From an optimization exercise on the open Yosys and OpenROAD flow, aimed at small area; shortcuts taken in it are not production practice.
The RTL was checked by simulation tests, not by an equivalence proof against the original design.
Power and IR drop assume default switching activity.

==> 07-28 <==
Design distance_block, start of the top module:
module distance_block (
  input  logic        clk,
  input  logic        resetN,
  input  logic [10:0] offsetX,
  input  logic [10:0] offsetY,
  input  logic        InsideRectangle,
  input  logic        load_en,
  input  logic        count_en,
  input  logic        slow_pulse,
  input  logic        up_is_pressed,
  input  logic        player_move,
  input  logic        restart_enable,
  input  logic        enter_is_pressed,
  output logic [3:0]  thousands,
  output logic [3:0]  hundreds,
  output logic [3:0]  tens,
  output logic [3:0]  units,
  output logic        dist_end,
  output logic        drawingRequest,
  output logic [7:0]  RGBout
);
  distance_counter u_counter (
    .clk              (clk),
    .resetN           (resetN),
    .one_sec          (1'b0),
    .load_en          (load_en),
    .count_en         (count_en),
    .slow_pulse       (slow_pulse),
    .up_is_pressed    (up_is_pressed),
    .player_move      (player_move),
    .restart_enable   (restart_enable),
    .enter_is_pressed (enter_is_pressed),
    .thousands        (thousands),
    .hundreds         (hundreds),
    .tens             (tens),
    .units            (units),
    .dist_end         (dist_end)
  );
  distance_digit u_digit (
    .clk             (clk),
    .resetN          (resetN),
    .offsetX         (offsetX),
    .offsetY         (offsetY),
    .InsideRectangle (InsideRectangle),
    .thousands       (thousands),
    .hundreds        (hundreds),
    .tens            (tens),
    .units           (units),
    .drawingRequest  (drawingRequest),
    .RGBout          (RGBout)
  );
endmodule
clock: 50.0 ns
lec_check: 0
abc_area: 1
cap_margin: 10
core_margin: 2
core_utilization: 38
cts_buf_list: sky130_fd_sc_hd__clkbuf_4
gpl_timing_driven: 0
slew_margin: 10
standard.sh (not shown) runs the stock make flow with config.mk's settings and CLKGATE_MAP_FILE= SYNTH_SCRIPT=/design/flow/synth_recipe.tcl, a recipe that flattens the netlist after the stock synthesis.
==> flow/flow/run.sh <==
#!/bin/bash
# Layout flow: the standard flow (standard.sh), with one change in
# synthesis: ORFS's synth.tcl maps the logic with flow/abc_map.script (an
# area-oriented ABC mapping: &dch, then &nf with area recovery) instead of
# ORFS's abc_area/abc_speed script.
# The port buffers that placement adds are buf_1 cells (buffer_ports
# -buffer_cell) instead of the cell buffer_ports picks by itself.
# ADDER_MAP_FILE is left empty, so synthesis skips the half/full adder
# extraction and abc maps that logic with the rest.
# Everything else -- the synthesis passes, register mapping, flattening,
# renaming, floorplan, the rest of placement, CTS, routing -- is the
# standard flow.
set -euo pipefail
HERE=$(pwd)

# ORFS's synth.tcl with the ABC call pointed at our script
sed 's|log_cmd abc {\*}$abc_args|log_cmd abc -script '"$HERE"'/flow/abc_map.script {*}[lrange $abc_args 2 end]|' \
  "$FLOW_HOME/scripts/synth.tcl" > "$HERE/flow_synth.tcl"
grep -q 'flow/abc_map.script' "$HERE/flow_synth.tcl"

# The standard flow's synthesis script, sourcing that copy
sed 's|\$::env(SCRIPTS_DIR)/synth.tcl|'"$HERE"'/flow_synth.tcl|' synth_recipe.tcl > "$HERE/flow_synth_recipe.tcl"
grep -q 'flow_synth.tcl' "$HERE/flow_synth_recipe.tcl"

bash standard.sh SYNTH_SCRIPT="$HERE/flow_synth_recipe.tcl" \
  ADDER_MAP_FILE= BUFFER_PORTS_ARGS="-buffer_cell sky130_fd_sc_hd__buf_1" finish > "$HERE/flow_make.log" 2>&1
==> flow/flow/abc_map.script <==
strash
&get -n
&dch -f
&nf -R 1000 -p -F 8 -A 4 -C 32
&put
==> 10-17: changes against 07-28 <==
Settings changed: CAP_MARGIN 10 to 20, GPL_TIMING_DRIVEN 0 to default, SLEW_MARGIN 10 to 20.
==> comparison table <==
Outcome: 10-17 complete, no violations; 07-28 complete, no violations
Number of antenna violations at the first check in global routing: 10-17 1; 07-28 0
Top Metal Used: 10-17 met5; 07-28 met4
CP Data Arrival Time: 10-17 16.56 ns; 07-28 16.78 ns
Relative area of non-clock buffer cells in the final design: 10-17 8.81%; 07-28 8.56%
Multi-input gate share of total cell area: 10-17 74.2%; 07-28 74.5%
Sequential-cell power consumption: 10-17 15.0 uW; 07-28 15.1 uW
Power Density: 10-17 26.7 nW/um2; 07-28 26.5 nW/um2
Power share of the combinational group: 10-17 72.3%; 07-28 72.2%
Clock slew at the register clock pins of the worst setup and hold paths: 10-17 0.09 ns; 07-28 0.10 ns
Cell area after placement: 10-17 2960 um2; 07-28 2970 um2
Routed length on met2: 10-17 5060 um; 07-28 5040 um
Final setup margin: 10-17 33.59 ns; 07-28 33.39 ns
Reg2Reg Capture Point: 10-17 u_counter.h_reg[2]; 07-28 u_digit.drawingRequest
Met2 track demand over resource: 10-17 46.9%; 07-28 44.5%
Met3 usage: 10-17 8.06%; 07-28 11.1%
Post-layout net count: 10-17 517; 07-28 515
Vias in the first global route: 10-17 3,508; 07-28 3,327
Total clock network power: 10-17 6.97 uW; 07-28 7.04 uW
DP HPWL: 10-17 9580 um; 07-28 9360 um
Clock-cell share of area: 10-17 0.881%; 07-28 0.876%
Post-route design area: 10-17 2980 um2; 07-28 3000 um2
Transition time of the tightest slew-check pin: 10-17 0.948 ns; 07-28 1.24 ns
Clock Latency Late Sink: 10-17 0.29 ns; 07-28 0.30 ns
Area growth, synth to finish: 10-17 12.9%; 07-28 13.5%

## re-timing with driven ports
In the flow no input, the clock included, has a driving cell. The finished layouts below were timed again as built, in two steps. Step 1 sets driving cells, clkbuf_16 on the clock port and buf_2 on the other inputs (assumed; they add their load-dependent delay and slew). Step 2 times the ports against the registers' clock, not the clock port: input delays grow and output delays shrink by t, the midpoint of the rising clock arrivals with the driver on. a / b / c = ideal ports / drivers / drivers and shift; a / b = the first two.
run	t (ns)	setup slack, ns	hold slack, ns
07-28	0.304	33.395 / 33.388 / 33.084	0.514 / 0.514 / 0.514
10-17	0.304	33.595 / 33.588 / 33.283	0.533 / 0.533 / 0.533
After both steps setup and hold are still met in every run listed. For 10-17, which loses most, drivers alone change the setup slack by -0.007 ns; drivers and shift together by -0.312 ns.
